This is an optimization exercise on Yosys and OpenROAD, whose aim is small area and a short achievable clock period, not a production implementation.
The RTL was checked by simulation tests, not by an equivalence proof against the original design.
Power and IR drop assume default switching activity.

## flow/design.v (module list and top-level ports; edited modules follow where they fit)
// module DSP: 2815 lines
// module dsp_ao21: 5 lines
// module dsp_faf: 8 lines
// module dsp_maj: 5 lines
// module dsp_fa: 6 lines
// module dsp_aoi_gt: 6 lines
// module dsp_aoi_g: 5 lines
// module dsp_oai_gt: 6 lines
// module dsp_oai_g: 5 lines
// module dsp_xor: 5 lines
// module dsp_mxi: 5 lines
// module dsp_xnor: 5 lines
module DSP(A,B,C,D,CLK,CARRYIN,OPMODE,BCIN,RSTA,RSTB,RSTM,RSTP,RSTC,RSTD,RSTCARRYIN,RSTOPMODE,
          CEA,CEB,CEM,CEP,CEC,CED,CECARRYIN,CEOPMODE,PCIN,BCOUT,PCOUT,P,M,CARRYOUT,CARRYOUTF);
  // ...
==> flow/flow/run.sh <==
#!/bin/bash
# Standard layout with two changes: the port buffers are plain buf_1 cells
# instead of the default delay buffers, and ABC maps for a lighter load, so
# that it picks the smaller cell sizes and leaves sizing to the resizer.
export BUFFER_PORTS_ARGS="-buffer_cell sky130_fd_sc_hd__buf_1"
bash standard.sh ABC_LOAD_IN_FF=0.2 finish > standard.log 2>&1
==> flow/standard.sh <==
#!/bin/bash
# synth_recipe.tcl (not shown) runs the flow's synth.tcl, then flattens the netlist and writes it again
# the make line also repeats each setting of config.mk as NAME=value (left out here)
make -C /OpenROAD-flow-scripts/flow DESIGN_CONFIG=/design/flow/config.mk WORK_HOME=/design/flow/orfs CLKGATE_MAP_FILE= SYNTH_SCRIPT=/design/flow/synth_recipe.tcl "${@:-finish}"
==> flow/config.mk <==
export PLATFORM = sky130hd
export DESIGN_NAME = DSP
export DESIGN_NICKNAME = DSP
export VERILOG_FILES = /design/flow/design.v
export SDC_FILE = /design/flow/constraint.sdc
export NUM_CORES = 4
export LEC_CHECK = 0
export CAP_MARGIN = 20
export CORE_MARGIN = 2
export CORE_UTILIZATION = 55
export GPL_TIMING_DRIVEN = 0
export SETUP_SLACK_MARGIN = 4.1
export SLEW_MARGIN = 20
export SYNTH_HIERARCHICAL = 1
export SYNTH_MINIMUM_KEEP_SIZE = 0
==> flow/constraint.sdc <==
create_clock -name core_clock -period 8.0 [get_ports {CLK}]
set_input_delay 1.6000 -clock core_clock [delete_from_list [all_inputs] [get_ports {CLK}]]
set_output_delay 1.6000 -clock core_clock [all_outputs]
set_load 0.01 [all_outputs]
==> impl_metrics.toml, run 1 <==
[pwr]
comb-power_mw = 4.10
power_leader = "combinational cells"

[floorplan]
start_util_pct = 55.8
num_io_pins = 346

[drt]
drt_iter0_drc = 2681

[finish]
multi_input_cells = 2287
nNonClkInverters = 37
register_area_um2 = 5240
design.seq.count = 224
n_antenna_cell = 2
drive_gt1_share_pct = 24.4
final_cell_mix = "nand2_1 (486), buf_1 (322), nor2_1 (314)"

[logic_synthesis]
yosys_warnings = 7
synth_edf_count = 66
synthAdderAreaFrac_pct = 18.6
synth_common_cells = "nand2_1 (497), xor2_1 (373), nor2_1 (337), fa_1 (160), dfxtp_1 (158)"
synth.area.mux_share_pct = 6.61

[cts]
clkSinkCount = 224
postCtsHoldBufs = 0
clk_path_buf_depth = 3

[critical_path]
critPathMaxStageDelay_ns = 0.61
reg2reg_depth = 15

[sta]
skew_ns = 0.0164
hold_viol = 0
setup_viol = 0

[outcome]
status = "no timing/DRC/antenna violations"
==> run 2: changes to the inputs <==
--- a/flow/config.mk
+++ b/flow/config.mk
@@ -8,6 +8,5 @@
 export CAP_MARGIN = 20
 export CORE_MARGIN = 2
-export CORE_UTILIZATION = 55
-export GPL_TIMING_DRIVEN = 0
+export CORE_UTILIZATION = 50
 export SETUP_SLACK_MARGIN = 4.1
 export SLEW_MARGIN = 20
==> run 2 against run 1 <==
Wire length fell by 8.1%. Final cell count decreased by 3.2%. First-iteration DRC count down 40%. Cell area fell by 7.0%. Largest power group unchanged. Power shrank 14%. Synthesized cell count is the same.
==> impl_metrics.toml, run 2 <==
[outcome]
status = "no timing/DRC/antenna violations"

[sta]
slew-limit-headroom_pct = 28.2
setup_viol = 0
drv_slew = 0
final.setup.tns_ns = 0
final.period_utilization_pct = 49.7
hold_viol = 0
post-route-min-period_ns = 3.98
skew_ns = 0.0136
max_clock_freq_mhz = 252
tightest_slew_ns = 1.08
rsz0062_at_grt = "true"

[floorplan]
start_util_pct = 50.5
die_width_um = 220
die_h_um = 220
die_area_um2 = 48600
num_io_pins = 346
core_area_um2 = 46400
rows = 79

[pwr]
p_leak_nw = 9.97
power-per-cell-area_nw_per_um2 = 215
ir_worst_vdd_mv = 0.190
total_power_mw = 5.92

[run]
drv_cap = 0

[drt]
num_vias = 21300
antenna_left = 0
drtPass1Iterations = 6
route.detailed.drc = 0
post_drt_wl_per_cell_um = 22.5
drt_iter0_drc = 1616
routed_wirelength_um = 82900
via_per_inst = 5.77

[finish]
final_util_pct = 59.3
layout_commonest_cell = "nand2_1"
final_cell_mix = "nand2_1 (495), xor2_1 (349), nor2_1 (326)"
area_growth_pct = 17.4
largestRegisters = "C_r (48), P_r (48), MS_r (35)"
fin_nets = 3410
drive_gt1_share_pct = 16.8
fin_cells = 3685

[cts]
postCtsHoldBufs = 0
cts_root_buf = "clkbuf_16"
clk_pin_slew_ns = 0.06
cts_tree = "built"
cts.htree.levels = 1
clkSinkCount = 224
clk_path_buf_depth = 3
cts_buffers = 27
clk-insertion-delay-late_ns = 0.56

[logic_synthesis]
yosys.area.top_type = "xor2_1"
netlist_instances = 2785
yosysMostFrequentCell = "nand2_1"
ys_types = 49
synth_top_cell_area_share_pct = 13.9
ys.flop_type = "dfxtp_1"
netlist_top_cells_area = "xor2_1 (14%), fa_1 (14%), dfxtp_1 (14%)"
synth_seq_cells = 224
avgSynthCellArea_um2 = 8.41
syn_area_um2 = 23400
ys_seq_area_share_pct = 22.0
synth_edf_count = 66
synth_fp_nets = 3139
yosys_warnings = 7
postSynth.asyncResetShare_pct = 0
synth_common_cells = "nand2_1 (497), xor2_1 (373), nor2_1 (337), fa_1 (160), dfxtp_1 (158)"

[placement]
gp_congestion = 0.957
hpwlAfterDp_um = 60700
placed_cells = 3521
portBuffers = 326

[critical_path]
endpoint = "MS_r[18]"
reg2reg_depth = 13
r2r-end = "MS_r[18]"
path_class = "reg2reg"
critical_path_required_ns = 8.49
r2r_start = "A_r[15]"
ff2ff_setup_slack_ns = 4.02
critPathArrivalTime_ns = 4.46
crit_path_max_fanout = 4
start_kind = "flip-flop"
worst_setup_path_end_kind = "flip-flop"
critPathLaunch = "A_r[15]"

[min_path]
min-delay-path-class = "reg2reg"

[global_routing]
grt_pass1_wl_um = 118000
first_global_vias = 19900
antenna_found_initial = 4
grt_max_degree = 73
grt_usage_pct = 32.4
grt_overflow = 0
-- run 2: changes by cell type in the layout (fill, tap and decap cells not counted), sizes merged --
cell,previous run,this run
inv,41,38
bufinv,4,3
clkbuf,98,43
clkinvlp,3,4
buf,601,469
nor2b,3,4
-- run 2: Yosys stat by module, one instance, submodules excluded, a selection --
module | flip-flops and latches | area, um^2 | cells inside | times used
dsp_xnor | 0 | 8.76 | 1 | 17
dsp_oai_g | 0 | 5.00 | 1 | 43
dsp_xor | 0 | 8.76 | 1 | 297
dsp_aoi_g | 0 | 5.00 | 1 | 48
dsp_maj | 0 | 11.3 | 1 | 102
DSP | 224 | 13900 | 1694 | 1
dsp_aoi_gt | 0 | 8.76 | 2 | 90
dsp_ao21 | 0 | 7.51 | 1 | 48
dsp_fa | 0 | 20.0 | 1 | 160
dsp_oai_gt | 0 | 8.76 | 2 | 98
-- run 2: repair_timing --
item	in CTS	in global routing
gates cloned	1	3
resized for setup	98	156
pin swaps	5	78
setup endpoints to repair	90	72
buffers inserted	44	65
hold endpoints to repair	0	0
-- run 2: critical path, cell delays in order (launching register included) --
cell and delay [ns]:
edfxtp_1 0.52, nand2_1 0.13, fa_1 0.51, fa_1 0.61
xor2_1 0.20, xor2_1 0.23, xor2_1 0.27, xor2_2 0.20
xor2_1 0.20, xor2_1 0.33, xnor2_2 0.17, xor2_1 0.30
mux2i_1 0.15, nor2_1 0.10
-- run 2: how the worst min path moves through the flow --
stage | from | to | slack [ns] | depth (start not counted)
after floorplan | C_z | C_z | 0.43 | 1
after global placement | MC_r[26] | MC_r[26] | 0.46 | 2
after detailed placement | MC_r[26] | MC_r[26] | 0.46 | 2
after CTS | MC_r[26] | MC_r[26] | 0.47 | 2
after global routing | MC_r[26] | MC_r[26] | 0.51 | 2
final | MC_r[26] | MC_r[26] | 0.47 | 2
-- run 2: power breakdown --
group | internal, mW | leakage [nW] | switching (mW)
clock | 0.779 | 0.457 | 0.515
combinational | 1.34 | 7.56 | 1.82
sequential | 1.29 | 1.96 | 0.176
total | 3.41 | 9.97 | 2.51
-- run 2: cell families after synthesis --
family	synth area share, %
simple gates	15.8
other cells	0.0160
compound gates	13.0
flops	22.0
buf+inv	6.15
fa+ha+maj	18.6
mux	6.61
xor+xnor	17.9
-- run 2: final cells by class --
class,count,area [um^2]
Clock inverter,15,164
Clock buffer,34,773
Multi-Input combinational cell,2288,17600
Timing Repair Buffer,478,2880
Sequential cell,224,5220
Fill cell,4158,18900
Tap cell,607,759
Inverter,37,139
Antenna cell,2,5.00
-- run 2: routing by layer --
metal / track usage, % / wire length [um] / share of wire [%]
met4: 9.69 / 2790 / 3.4
met1: 43.7 / 34100 / 41
met3: 7.27 / 8330 / 10
met5: 0 / 28 / 0.034
met2: 51.9 / 37700 / 45
-- run 2: metrics by stage --
step	area, um^2	hold WS [ns]	setup WS (ns)
global placement	24400	0.458	3.43
finish	27500	0.475	4.02
global route	27500	0.509	3.83
CTS	26200	0.474	3.98
floorplan	23500	0.427	4.10
detailed placement	24500	0.464	3.40
==> run 3: changes to the inputs <==
--- a/flow/config.mk
+++ b/flow/config.mk
@@ -8,5 +8,5 @@
 export CAP_MARGIN = 20
 export CORE_MARGIN = 2
-export CORE_UTILIZATION = 50
+export CORE_UTILIZATION = 55
 export SETUP_SLACK_MARGIN = 4.1
 export SLEW_MARGIN = 20
==> run 3 against run 2 <==
Die area down 8.9%. Wire length down 0.45%. Still clean on timing, DRC and antenna. Clock power about the same. Highest routed layer unchanged. Register-to-register slack better by 0.16 ns. Utilization up 5.8 points. Largest power group unchanged. First-iteration DRC count up 15%. Critical endpoint is now M[21].
==> impl_metrics.toml, run 3 <==
[outcome]
status = "no timing/DRC/antenna violations"

[logic_synthesis]
postSynth.asyncResetShare_pct = 0
netlist_instances = 2785
ys_seq_area_share_pct = 22.0
synthAdderAreaFrac_pct = 18.6
yosysMostFrequentCell = "nand2_1"
avgSynthCellArea_um2 = 8.41
synth_top_cell_area_share_pct = 13.9
yosys.area.top_type = "xor2_1"
synth.area.mux_share_pct = 6.61
synth_compound_area_share_pct = 13.0
netlist_top_cells_area = "xor2_1 (14%), fa_1 (14%), dfxtp_1 (14%)"
synth_seq_cells = 224
synth_common_cells = "nand2_1 (497), xor2_1 (373), nor2_1 (337), fa_1 (160), dfxtp_1 (158)"
syn_area_um2 = 23400
synth_top_family_by_area = "adder cells"
yosys_warnings = 7
synth_xor_area_share_pct = 17.9
yosys.area_share.simple_pct = 15.8
synth_fp_nets = 3139
ys_types = 49
synth_edf_count = 66
ys.flop_type = "dfxtp_1"

[pwr]
ir_worst_vdd_mv = 0.189
power-per-cell-area_nw_per_um2 = 209
p_leak_nw = 9.96
total_power_mw = 5.70

[sta]
hold_viol = 0
final.period_utilization_pct = 48.1
setup_viol = 0
slew-limit-headroom_pct = 31.5
final.setup.tns_ns = 0
rsz0062_at_grt = "true"
drv_slew = 0
fin_ws_ns = 4.15
post-route-min-period_ns = 3.85
holdWs_ns = 0.493
max_clock_freq_mhz = 260
skew_ns = 0.0144
tightest_slew_ns = 1.03

[finish]
fill_cells = 3607
layout_commonest_cell = "nand2_1"
largestRegisters = "C_r (48), P_r (48), MS_r (35)"
fin_cells = 3623
fin_nets = 3415
final_util_pct = 65.1
area_growth_pct = 16.6
drive_gt1_share_pct = 16.3
fin_area_um2 = 27300
final_cell_mix = "nand2_1 (493), xor2_1 (360), nor2_1 (331)"

[global_routing]
grt_usage_pct = 34.9
grt_max_degree = 73
antenna_found_initial = 6
first_global_vias = 20600
grt_pass1_wl_um = 118000
grt_overflow = 0

[min_path]
holdPathStages = 2
hold_start = "MC_r[26]"
min-delay-path-class = "reg2reg"
min_to = "MC_r[26]"

[placement]
gp_congestion = 0.928
dp_slack_ns = 3.37
portBuffers = 326
hpwlAfterDp_um = 58500
place_area_um2 = 24300
placed_cells = 3443

[critical_path]
cp_num_buf_inv = 1
critPathMaxStageDelay_ns = 0.46
worst_setup_path_end_kind = "output pin"
crit_path_frequent_cell = "nand2_1"
path_cells = "nand2_1 -> nor2_1 -> nand2_1 -> o21ai_1 -> xor2_1 -> buf_1"
cp_top_family = "simple AND/OR/NAND/NOR gates"
ff2ff_setup_slack_ns = 4.18
start_kind = "flip-flop"
r2r-end = "MS_r[15]"
crit_path_max_fanout = 5
path_class = "reg2out"
slowest_stage = "dfxtp_2"
critical_path_required_ns = 6.40
r2r_start = "A_r[11]"
reg2reg_depth = 14
critPathArrivalTime_ns = 2.25

[floorplan]
num_io_pins = 346
start_util_pct = 55.8
die_width_um = 210
rows = 75
die_h_um = 210
die_area_um2 = 44200
core_area_um2 = 41900

[drt]
antenna_left = 0
num_vias = 21500
routed_wirelength_um = 82500
drt_iter0_drc = 1865
via_per_inst = 5.95
post_drt_wl_per_cell_um = 22.8
route.detailed.drc = 0
drtPass1Iterations = 6

[cts]
cts_buffers = 27
clk_pin_slew_ns = 0.06
clkSinkCount = 224
cts_root_buf = "clkbuf_16"
clk-insertion-delay-late_ns = 0.58
cts_tree = "built"
cts.htree.levels = 1
clk_path_buf_depth = 3
postCtsHoldBufs = 0

[run]
drv_cap = 0
==> run 3: cell counts after synthesis <==
No cell type changed its count.
==> run 3: tightest hold or removal path, stage by stage (launching register included) <==
cell and delay (ns):
dfxtp_1 0.31, nand2b_1 0.07, a21oi_1 0.06
==> run 3: kinds of logic after synthesis <==
family | after synthesis
xor+xnor | 478
other cells | 1
simple gates | 916
buf+inv | 274
flops | 224
mux | 152
fa+ha+maj | 262
compound gates | 478
==> run 3: layout make-up <==
cell class                      count  area, um^2  area share [%]
Multi-Input combinational cell   2288       17400            63.6
Sequential cell                   224        5230            19.2
Timing Repair Buffer              483        2970            10.9
Clock buffer                       34         712            2.61
Tap cell                          539         674            2.47
Clock inverter                     16         216           0.793
Inverter                           37         139           0.509
Antenna cell                        2        5.00          0.0183
==> run 3: how the worst max path moves through the flow <==
stage          endpoint  cells past startpoint  slack [ns]      from
2_1_floorplan  MS_r[20]                     13        4.10   A_r[10]
4_1_cts           M[35]                      7        4.07  MS_r[14]
3_3_place_gp      CYO_r                     13        3.37   PCIN[0]
5_1_grt        MS_r[18]                     15        4.01    A_r[3]
6_report          M[21]                      6        4.15  MS_r[19]
3_5_place_dp      CYO_r                     13        3.37   PCIN[0]
==> run 3: what timing repair did <==
item | in CTS | in global routing
gates cloned | 1 | 6
pin swaps | 0 | 65
setup buffers | 50 | 71
gates resized for setup | 78 | 151
setup endpoints to repair | 81 | 76
==> run 3: routing by layer <==
layer | GRT usage, % | part of all wire, %
met1 | 46.7 | 42
met2 | 54.6 | 45
met3 | 9.24 | 10
met4 | 12.6 | 3.2
met5 | 0 | 0.052
==> run 3: power breakdown <==
group          switching (mW)  total (mW)  leakage, nW  internal (mW)
combinational            1.66        2.90         7.55           1.24
sequential              0.193        1.48         1.96           1.29
clock                   0.521        1.31        0.445          0.790
total                    2.38        5.70         9.96           3.32
==> run 3: modules after synthesis (local to each module, per instance), a selection <==
module / copies in the design / cells
dsp_aoi_gt: 90 / 2
dsp_xor: 297 / 1
dsp_xnor: 17 / 1
dsp_fa: 160 / 1
DSP: 1 / 1694
dsp_aoi_g: 48 / 1
dsp_oai_gt: 98 / 2
dsp_ao21: 48 / 1
dsp_oai_g: 43 / 1
dsp_maj: 102 / 1
==> run 4: changes to the inputs <==
--- a/flow/config.mk
+++ b/flow/config.mk
@@ -6,9 +6,9 @@
 export NUM_CORES = 4
 export LEC_CHECK = 0
-export CAP_MARGIN = 20
+export CAP_MARGIN = 5
 export CORE_MARGIN = 2
 export CORE_UTILIZATION = 55
 export SETUP_SLACK_MARGIN = 4.1
-export SLEW_MARGIN = 20
+export SLEW_MARGIN = 5
 export SYNTH_HIERARCHICAL = 1
 export SYNTH_MINIMUM_KEEP_SIZE = 0
==> run 4 against run 3 <==
Register-to-register slack lost 0.03 ns. Critical path depth rose by 1. Final cell count decreased by 0.14%. Utilization up 0.18 points.
==> impl_metrics.toml, run 4 <==
[global_routing]
antenna_found_initial = 5
grt_max_degree = 73
grt_usage_pct = 35.1
first_global_vias = 20600
busiest_layer = "met2"
grtUsageMet3_pct = 8.73
grt_overflow = 0
grt.met2_usage_pct = 54.7
grt_pass1_wl_um = 119000
use_met1_pct = 47.1

[sta]
post-route-min-period_ns = 3.98
tightest_slew_ns = 1.24
setup_viol = 0
drv_slew = 0
final.period_utilization_pct = 49.7
final.setup.tns_ns = 0
holdWs_ns = 0.485
rsz0062_at_grt = "true"
max_clock_freq_mhz = 251
hold_viol = 0
slew-limit-headroom_pct = 17.3
skew_ns = 0.0235

[pwr]
p_leak_nw = 9.98
power-per-cell-area_nw_per_um2 = 207
ir_worst_vdd_mv = 0.202
switching_share_pct = 42.1
seqPwrFrac_pct = 26.1
p_switching_mw = 2.39
pwr-share-clk_pct = 22.5
internal_power_mw = 3.28
pwr-share-comb_pct = 51.4

[floorplan]
die_h_um = 210
die_area_um2 = 44200
num_io_pins = 346
rows = 75
core_area_um2 = 41900
start_util_pct = 55.8
die_width_um = 210

[logic_synthesis]
synth_fp_nets = 3139
yosysMostFrequentCell = "nand2_1"
synthAdderAreaFrac_pct = 18.6
synth_common_cells = "nand2_1 (497), xor2_1 (373), nor2_1 (337), fa_1 (160), dfxtp_1 (158)"
synth_compound_area_share_pct = 13.0
synth_seq_cells = 224
avgSynthCellArea_um2 = 8.41
synth.area.mux_share_pct = 6.61
yosys_warnings = 7
yosys.area.top_type = "xor2_1"
synth_top_family_by_area = "adder cells"
netlist_instances = 2785
synth_xor_area_share_pct = 17.9
ys_types = 49
ys.flop_type = "dfxtp_1"
synth_edf_count = 66
netlist_top_cells_area = "xor2_1 (14%), fa_1 (14%), dfxtp_1 (14%)"
postSynth.asyncResetShare_pct = 0
yosys.area_share.simple_pct = 15.8
synth_top_cell_area_share_pct = 13.9
syn_area_um2 = 23400
ys_seq_area_share_pct = 22.0

[finish]
area_growth_pct = 16.9
fill_cells = 3597
fin_nets = 3411
drive_gt1_share_pct = 16.8
layout_commonest_cell = "nand2_1"
largestRegisters = "C_r (48), P_r (48), MS_r (35)"
final_cell_mix = "nand2_1 (484), xor2_1 (356), nor2_1 (328)"

[cts]
cts_buffers = 27
clk_path_buf_depth = 3
cts.htree.levels = 1
clk-insertion-delay-late_ns = 0.58
cts_tree = "built"
cts_root_buf = "clkbuf_16"
clkSinkCount = 224
clk_pin_slew_ns = 0.06
postCtsHoldBufs = 0

[critical_path]
critPathArrivalTime_ns = 2.38
critical_path_required_ns = 6.40
crit_path_max_fanout = 5
slowest_stage = "dfxtp_2"
worst_setup_path_end_kind = "output pin"
critPathMaxStageDelay_ns = 0.44
crit_path_frequent_cell = "nand2_1"
path_cells = "nand2_1 -> nor2_1 -> nand2_1 -> o21ai_1 -> a21oi_2 -> xnor2_2 -> buf_1"
start_kind = "flip-flop"
path_class = "reg2out"

[drt]
route.detailed.drc = 0
antenna_left = 0
post_drt_wl_per_cell_um = 22.9
drt_iter0_drc = 1610
drtPass1Iterations = 5
num_vias = 21600
via_per_inst = 5.96
routed_wirelength_um = 83000

[outcome]
status = "no timing/DRC/antenna violations"

[min_path]
min-delay-path-class = "reg2reg"

[run]
drv_cap = 0

[placement]
gp_congestion = 0.928
portBuffers = 326
hpwlAfterDp_um = 58200
==> run 4: per-module statistics from Yosys, one instance, submodules excluded, a selection <==
module / cells inside / cell area [um^2]
dsp_aoi_gt: 2 / 8.76
dsp_xor: 1 / 8.76
dsp_xnor: 1 / 8.76
DSP: 1694 / 13900
dsp_oai_gt: 2 / 8.76
dsp_oai_g: 1 / 5.00
dsp_fa: 1 / 20.0
dsp_ao21: 1 / 7.51
dsp_maj: 1 / 11.3
dsp_aoi_g: 1 / 5.00
==> run 4: metal layers <==
metal / vias to the layer above / share of wire [%]
met5: - / 0.066
met4: 8 / 4.2
met3: 193 / 10
met2: 1116 / 44
met1: 10500 / 42
li1: 9748 / -
==> run 4: kinds of logic after synthesis <==
group	after synthesis
simple gates	916
compound gates	478
xor+xnor	478
buf+inv	274
fa+ha+maj	262
flops	224
mux	152
other cells	1
==> run 4: stage by stage <==
stage | total power, mW | util, % | cells | area, um^2 | setup slack, ns
2_1_floorplan | 3.51 | - | 2785 | 23500 | 4.10
3_3_place_gp | 3.99 | 57.9 | 3441 | 24300 | 3.37
3_5_place_dp | 4.04 | 57.9 | 3441 | 24300 | 3.33
4_1_cts | 5.39 | 62.0 | 3549 | 26000 | 4.05
5_1_grt | 5.98 | 65.3 | 3618 | 27400 | 3.93
6_report | 5.66 | 65.3 | 3618 | 27400 | 4.02
==> run 4: final timing paths <==
kind	slack, ns	depth (start not counted)	from	endpoint
min	0.48	2	MC_r[26]	MC_r[26]
max	4.02	7	MS_r[17]	M[34]
min reg2reg	0.48	2	MC_r[26]	MC_r[26]
max reg2reg	4.15	14	A_r[2]	MS_r[18]
==> run 4: repair_timing <==
item / CTS / global route
gates resized for setup: 82 / 188
pin swaps: 1 / 92
endpoints found under the setup margin: 82 / 75
gates cloned: 1 / 7
buffers inserted: 57 / 61
==> run 4: power groups by stage <==
stage / Combinational, mW / Sequential (mW) / Clock [mW]
2_1_floorplan: 2.12 / 1.39 / 0
3_3_place_gp: 2.46 / 1.52 / 0
3_5_place_dp: 2.52 / 1.53 / 0
4_1_cts: 2.64 / 1.47 / 1.28
5_1_grt: 3.16 / 1.49 / 1.33
6_report: 2.91 / 1.48 / 1.27
==> run 4: area by class of cell <==
class | count | area (um^2) | area share (%)
clock buffers | 36 | 729 | 2.66
repair buffers | 479 | 2980 | 10.9
well taps | 539 | 674 | 2.46
multi-input cells | 2288 | 17500 | 63.8
diodes | 1 | 2.50 | 0.00914
flip-flops and latches | 224 | 5240 | 19.1
clock inverters | 14 | 163 | 0.594
inverters | 37 | 139 | 0.507
==> run 4: worst max-delay path: cells and delay by family, from the launching register on <==
| kind | cells | cell delay (ns) |
|---|---|---|
| AND/OR/NAND/NOR | 3 | 0.45 |
| flip-flops | 1 | 0.44 |
| AO/OA/AOI/OAI | 2 | 0.44 |
| XOR/XNOR | 1 | 0.28 |
| buffers and inverters | 1 | 0.19 |
==> run 5: changes to the inputs <==
--- a/flow/config.mk
+++ b/flow/config.mk
@@ -6,9 +6,9 @@
 export NUM_CORES = 4
 export LEC_CHECK = 0
-export CAP_MARGIN = 5
+export CAP_MARGIN = 0
 export CORE_MARGIN = 2
 export CORE_UTILIZATION = 55
 export SETUP_SLACK_MARGIN = 4.1
-export SLEW_MARGIN = 5
+export SLEW_MARGIN = 0
 export SYNTH_HIERARCHICAL = 1
 export SYNTH_MINIMUM_KEEP_SIZE = 0
==> run 5 against run 4 <==
Still clean on timing, DRC and antenna. First-iteration DRC count did not move. Register-to-register slack about the same. Non-clock buffer count stayed put. Clock skew unchanged. Clock power about the same. Area after synthesis is the same. Critical path depth unchanged. Global-route usage did not move. Final cell count unchanged. Critical path type unchanged. Highest routed layer unchanged.
==> impl_metrics.toml, run 5 <==
[critical_path]
critical_path_required_ns = 6.40
path_class = "reg2out"
crit_path_frequent_cell = "nand2_1"
crit_path_max_fanout = 5
worst_setup_path_end_kind = "output pin"
path_cells = "nand2_1 -> nor2_1 -> nand2_1 -> o21ai_1 -> a21oi_2 -> xnor2_2 -> buf_1"
start_kind = "flip-flop"
cp_num_buf_inv = 1
critPathArrivalTime_ns = 2.38
slowest_stage = "dfxtp_2"
critPathMaxStageDelay_ns = 0.44
cp_top_family = "simple AND/OR/NAND/NOR gates"

[logic_synthesis]
synth_seq_cells = 224
yosys_warnings = 7
synth_top_cell_area_share_pct = 13.9
yosys.area.top_type = "xor2_1"
avgSynthCellArea_um2 = 8.41
netlist_instances = 2785
ys.flop_type = "dfxtp_1"
syn_area_um2 = 23400
ys_types = 49
synth_edf_count = 66
postSynth.asyncResetShare_pct = 0
ys_seq_area_share_pct = 22.0
synth_fp_nets = 3139
netlist_top_cells_area = "xor2_1 (14%), fa_1 (14%), dfxtp_1 (14%)"
yosysMostFrequentCell = "nand2_1"
synth_common_cells = "nand2_1 (497), xor2_1 (373), nor2_1 (337), fa_1 (160), dfxtp_1 (158)"

[cts]
cts_tree = "built"
clk_path_buf_depth = 3
clk-insertion-delay-late_ns = 0.58
cts.htree.levels = 1
cts_buffers = 27
clkSinkCount = 224
postCtsHoldBufs = 0
clk_pin_slew_ns = 0.06
cts_root_buf = "clkbuf_16"

[sta]
tightest_slew_ns = 1.24
final.setup.tns_ns = 0
skew_ns = 0.0235
max_clock_freq_mhz = 251
final.period_utilization_pct = 49.7
rsz0062_at_grt = "true"
slew-limit-headroom_pct = 17.3
drv_slew = 0
post-route-min-period_ns = 3.98
setup_viol = 0
hold_viol = 0

[floorplan]
rows = 75
die_h_um = 210
core_area_um2 = 41900
die_area_um2 = 44200
start_util_pct = 55.8
num_io_pins = 346
die_width_um = 210

[pwr]
power-per-cell-area_nw_per_um2 = 207
ir_worst_vdd_mv = 0.202
p_leak_nw = 9.98

[finish]
area_growth_pct = 16.9
fin_cells = 3618
largestRegisters = "C_r (48), P_r (48), MS_r (35)"
drive_gt1_share_pct = 16.8
fin_nets = 3411
multiInputGateArea_um2 = 17500
final_cell_mix = "nand2_1 (484), xor2_1 (356), nor2_1 (328)"
layout_commonest_cell = "nand2_1"
fill_cells = 3597
register_area_um2 = 5240

[placement]
placed_cells = 3441
portBuffers = 326
hpwlAfterDp_um = 58200
gp_congestion = 0.928

[global_routing]
antenna_found_initial = 5
grt_overflow = 0
grt_pass1_wl_um = 119000
grt_usage_pct = 35.1
first_global_vias = 20600
grt_max_degree = 73

[drt]
num_vias = 21600
routed_wirelength_um = 83000
via_per_inst = 5.96
antenna_left = 0
route.detailed.drc = 0
drtPass1Iterations = 5
drt_iter0_drc = 1610
post_drt_wl_per_cell_um = 22.9

[min_path]
min-delay-path-class = "reg2reg"

[run]
drv_cap = 0

[outcome]
status = "no timing/DRC/antenna violations"
run 5: cell counts in the layout (fill, tap and decap cells not counted):
No cell type changed its count.
run 5: worst reg2reg max path, delay by kind of cell (launching register included):
| kind | cells | cell delay, ns |
|---|---|---|
| xor+xnor | 8 | 1.70 |
| mux | 1 | 0.14 |
| simple gates | 2 | 0.12 |
| flops | 1 | 0.44 |
| fa+ha+maj | 2 | 1.12 |
| buf+inv | 1 | 0.17 |
run 5: metal layers:
metal | track usage, % | wire [um]
met1 | 47.1 | 34500
met2 | 54.7 | 36600
met3 | 8.73 | 8340
met4 | 13.2 | 3490
met5 | 0 | 55
run 5: worst paths after layout:
| kind | start | to | slack [ns] | cells past startpoint |
|---|---|---|---|---|
| max | MS_r[17] | M[34] | 4.02 | 7 |
| min | MC_r[26] | MC_r[26] | 0.48 | 2 |
| max reg2reg | A_r[2] | MS_r[18] | 4.15 | 14 |
| min reg2reg | MC_r[26] | MC_r[26] | 0.48 | 2 |
run 5: timing repair:
item                       CTS  global route
pin swaps                    1            92
setup endpoints to repair   82            75
buffers inserted            57            61
gates resized for setup     82           188
cloned                       1             7
run 5: cell families (layout without fill, tap and decap cells):
group                      Yosys count  in the layout  synth area share [%]
muxes                              152            152                  6.61
and+or+nand+nor                    916            917                  15.8
adders and majority gates          262            262                  18.6
xor gates and xnor gates           478            478                  17.9
DFF                                224            224                  22.0
AOI/OAI and AO/OA                  478            478                  13.0
buffers and inverters              274            566                  6.15
other                                1              2                0.0160
run 5: final cells by class:
type | count | share of cell area, %
Tap cell | 539 | 2.46
Clock inverter | 14 | 0.594
Antenna cell | 1 | 0.00914
Sequential cell | 224 | 19.1
Multi-Input combinational cell | 2288 | 63.8
Inverter | 37 | 0.507
Timing Repair Buffer | 479 | 10.9
Clock buffer | 36 | 2.66
run 5: per-stage QoR:
stage / setup WS, ns / instance area, um^2 / utilization (%) / hold slack (ns) / total power, mW
2_1_floorplan: 4.10 / 23500 / - / 0.427 / 3.51
3_3_place_gp: 3.37 / 24300 / 57.9 / 0.460 / 3.99
3_5_place_dp: 3.33 / 24300 / 57.9 / 0.476 / 4.04
4_1_cts: 4.05 / 26000 / 62.0 / 0.485 / 5.39
5_1_grt: 3.93 / 27400 / 65.3 / 0.527 / 5.98
6_report: 4.02 / 27400 / 65.3 / 0.485 / 5.66
run 5: modules after synthesis (local to each module, per instance), a selection:
| module | cells | copies in the design | cell area (um^2) |
|---|---|---|---|
| dsp_oai_g | 1 | 43 | 5.00 |
| DSP | 1694 | 1 | 13900 |
| dsp_maj | 1 | 102 | 11.3 |
| dsp_oai_gt | 2 | 98 | 8.76 |
| dsp_ao21 | 1 | 48 | 7.51 |
| dsp_aoi_g | 1 | 48 | 5.00 |
| dsp_fa | 1 | 160 | 20.0 |
run 5: power by group:
group          total, mW  internal (mW)  switching [mW]
registers           1.48           1.29           0.188
clock network       1.27          0.739           0.535
logic               2.91           1.25            1.66

-- static timing again, ports no longer ideal --
How much do the figures lean on ideal ports? The routed layouts below were timed once more, with nothing changed but the port constraints. Step 1, drivers: a clkbuf_16 drives CLK and a buf_2 each remaining input, both assumed. Step 2 times the ports against the registers' clock, not the clock port: input delays grow and output delays shrink by t, the midpoint of the rising clock arrivals with the driver on. a / b / c = ideal ports / drivers / drivers and shift; a / b = the first two.
| run | t (ns) | setup WS [ns] | hold WS [ns] | clock arrival spread, ns |
|---|---|---|---|---|
| run 1 | 0.611 | 3.891 / 3.891 / 3.729 | 0.482 / 0.482 / 0.482 | 0.017 / 0.017 |
| run 2 | 0.610 | 4.024 / 4.024 / 3.714 | 0.475 / 0.475 / 0.475 | 0.015 / 0.014 |
| run 3 | 0.628 | 4.153 / 4.096 / 3.674 | 0.493 / 0.493 / 0.493 | 0.014 / 0.014 |
| run 4 | 0.625 | 4.021 / 3.966 / 3.673 | 0.485 / 0.485 / 0.485 | 0.024 / 0.024 |
| run 5 | 0.625 | 4.021 / 3.966 / 3.673 | 0.485 / 0.485 / 0.485 | 0.024 / 0.024 |
After both steps setup and hold are still met in every run listed. For run 3, which loses most, drivers alone change the setup slack by -0.057 ns; drivers and shift together by -0.479 ns.
